This is an optimization exercise on Yosys and OpenROAD, whose aim is small area, a short achievable clock period and few clock cycles, not a production implementation. In this exercise RTL edits were held to simulation tests only and were not proved equivalent to the original.

## main
// singleCycle
module singleCycle
(
	input 			clk_i ,
	input 			rst_ni,
	input  [16:0]	io_sw_i  ,
	output [31:0]	imem_addr_o,
	input  [31:0]	imem_data_i,
	output [8:0]	dmem_addr_o,
	output 			dmem_we_o,
	output [31:0]	dmem_wdata_o,
	input  [31:0]	dmem_rdata_i,
	output [31:0]	io_lcd_o ,
	output [7:0]	io_ledg_o,
	output [16:0]	io_ledr_o,
	output [6:0]  	io_hex7_o, io_hex6_o, io_hex5_o, io_hex4_o, io_hex3_o, io_hex2_o, io_hex1_o, io_hex0_o
);
==> flow/config.mk <==
export PLATFORM = sky130hd
export DESIGN_NAME = singleCycle
export DESIGN_NICKNAME = singleCycle
export VERILOG_FILES = /design/flow/design.v
export SDC_FILE = /design/flow/constraint.sdc
export NUM_CORES = 4
export LEC_CHECK = 0
export CAP_MARGIN = 20
export CORE_MARGIN = 2
export CORE_UTILIZATION = 35
export CTS_CLUSTER_DIAMETER = 80
export CTS_CLUSTER_SIZE = 22
export PLACE_DENSITY = 0.55
export SETUP_SLACK_MARGIN = 4.0
export SLEW_MARGIN = 20
export TNS_END_PERCENT = 100
==> flow/constraint.sdc <==
create_clock -name core_clock -period 7.0 [get_ports {clk_i}]
set_input_delay 1.4000 -clock core_clock [delete_from_list [all_inputs] [get_ports {clk_i}]]
set_output_delay 1.4000 -clock core_clock [all_outputs]
set_load 0.01 [all_outputs]
standard.sh (not shown) runs the stock make flow with config.mk's settings and CLKGATE_MAP_FILE= SYNTH_SCRIPT=/design/flow/synth_recipe.tcl, a recipe that flattens the netlist after the stock synthesis.
==> flow/flow/run.sh <==
#!/bin/bash
# The standard layout (standard.sh) with one change: the buffers that
# global placement puts on every input and output port are
# sky130_fd_sc_hd__buf_2 instead of ORFS's default pick
# (sky130_fd_sc_hd__clkdlybuf4s50_1, a slow delay cell). Synthesis is the
# standard one, unchanged. Each step's full output goes to its own log here.
set -euo pipefail
bash standard.sh synth > synth.log 2>&1
bash standard.sh "BUFFER_PORTS_ARGS=-buffer_cell sky130_fd_sc_hd__buf_2" finish > layout.log 2>&1
main: PASS, flow complete, no timing, DRC or antenna violations
Testbench counts of main, summed over its fixed seeds: cycles 61,333.
> inputs changed (main -> the feature branch)
-- flow/design.v --
<<< main, line 78
wire [12:2] pc_1  = pc + 11'd1;
wire [12:2] pc_4  = pc + 11'd4;
wire [12:2] pc_b  = pc + imm_b;
wire [12:2] pc_j  = pc + imm_j;
wire        same  = (rs1 == rs2);
wire        pred  = same ? ~f3[2] : (ir[31] | ((f3 == 3'b110) & (rs1 == 5'd0)));
>>> the feature branch, line 78
wire [12:2] pc_1  = pc + 11'd1;
wire [12:2] pc_4  = pc + 11'd4;
logic [10:0] bg [0:4];
logic [10:0] bp [0:4];
logic [10:0] jg [0:4];
logic [10:0] jp [0:4];
always_comb begin
	bg[0] = pc & imm_b;  bp[0] = pc ^ imm_b;
	jg[0] = pc & imm_j;  jp[0] = pc ^ imm_j;
	for (int l = 0; l < 4; l++)
		for (int i = 0; i < 11; i++)
			if (i >= (1 << l)) begin
				bg[l+1][i] = bg[l][i] | (bp[l][i] & bg[l][i - (1 << l)]);
				bp[l+1][i] = bp[l][i] & bp[l][i - (1 << l)];
				jg[l+1][i] = jg[l][i] | (jp[l][i] & jg[l][i - (1 << l)]);
				jp[l+1][i] = jp[l][i] & jp[l][i - (1 << l)];
			end else begin
				bg[l+1][i] = bg[l][i];
				bp[l+1][i] = bp[l][i];
				jg[l+1][i] = jg[l][i];
				jp[l+1][i] = jp[l][i];
			end
end
wire [12:2] pc_b  = bp[0] ^ {bg[4][9:0], 1'b0};
wire [12:2] pc_j  = jp[0] ^ {jg[4][9:0], 1'b0};
wire        same  = (rs1 == rs2);
wire        pred  = same ? ~f3[2] : (ir[31] | ((f3 == 3'b110) & (rs1 == 5'd0)));
<<< main, line 121
	e_a    <= a_nxt;
	e_b    <= b_nxt;
	e_shl  <= b_nxt[4:0];
	e_shr  <= b_nxt[4:0];
	e_imm  <= op_store ? {ir[31:25], ir[11:7]} : ir[31:20];
	e_alt  <= pred ? pc_4 : pc_b;
>>> the feature branch, line 142
	e_a    <= a_nxt;
	e_b    <= b_nxt;
	e_shl  <= b_nxt[4:0] & {5{(op_r | op_i) & (f3 == 3'b001)}};
	e_shr  <= b_nxt[4:0] & {5{(op_r | op_i) & (f3 == 3'b101)}};
	e_imm  <= op_store ? {ir[31:25], ir[11:7]} : ir[31:20];
	e_alt  <= pred ? pc_4 : pc_b;
<<< main, line 145
wire [31:0] bx  = e_b ^ {32{e_sub}};
wire [16:0] sum_lo = {1'b0, e_a[15:0]} + {1'b0, bx[15:0]} + {16'd0, e_sub};
wire        lt   = {e_a[31] ^ ~e_uns, e_a[30:0]} < {e_b[31] ^ ~e_uns, e_b[30:0]};
wire        eq   = (e_a == e_b);
wire [31:0] sll  = e_a << e_shl;
wire [32:0] sh_x = {e_s_sra & e_a[31], e_a};
>>> the feature branch, line 166
wire [31:0] bx  = e_b ^ {32{e_sub}};
wire [16:0] sum_lo = {1'b0, e_a[15:0]} + {1'b0, bx[15:0]} + {16'd0, e_sub};
wire [31:0] ca = {e_a[31] ^ ~e_uns, e_a[30:0]};
wire [31:0] cb = {e_b[31] ^ ~e_uns, e_b[30:0]};
logic [31:0] clt [0:5];
logic [31:0] ceq [0:5];
always_comb begin
	clt[0] = ~ca & cb;
	ceq[0] = ~(ca ^ cb);
	for (int l = 1; l <= 5; l++) begin
		clt[l] = 32'd0;
		ceq[l] = 32'd0;
		for (int i = 0; i < (32 >> l); i++) begin
			clt[l][i] = clt[l-1][2*i+1] | (ceq[l-1][2*i+1] & clt[l-1][2*i]);
			ceq[l][i] = ceq[l-1][2*i+1] & ceq[l-1][2*i];
		end
	end
end
wire        lt   = clt[5][0];
wire        eq   = ceq[5][0];
wire [31:0] sll  = e_a << e_shl;
wire [32:0] sh_x = {e_s_sra & e_a[31], e_a};
--- outcome ---
Per the comparison of the feature branch with main, sequential share of layout area lower; final number of hold-violating endpoints held; data arrival time of the critical path went down 0.19 ns; number of search-and-repair iterations in the first detailed-routing pass now larger; total inserted antenna cells rose by 5. Wire length per cell delta for the feature branch relative to main: about 0.5% lower. The higher number of design-rule violations left by the first detailed-router iteration of the feature branch and main is in the feature branch.
Testbench counts of the feature branch, summed over its fixed seeds: cycles 61,333.

[static timing again, ports no longer ideal]
How much do the figures lean on ideal ports? The routed layouts below were timed once more, with nothing changed but the port constraints. Step 1 assumes that a clkbuf_16 drives the clock port and a buf_2 every other input. Step 2, shift: input delay + t, output delay - t, t = (earliest + latest rising clock arrival at the registers) / 2. This alone moves slack from input paths to output paths. Slacks: no drivers / after step 1 / after step 2; pairs: no drivers / after step 1.
run	t (ns)	slack for setup (ns)	clock arrival spread, ns	cell pins on the clock port's net
main	0.835	3.647 / 3.645 / 2.810	0.065 / 0.065	1
the feature branch	0.814	3.776 / 3.780 / 2.966	0.076 / 0.076	1
After both steps setup and hold are still met in every run listed. The setup slack of main, which loses most, moves by -0.002 ns with the drivers and by -0.837 ns with both steps.
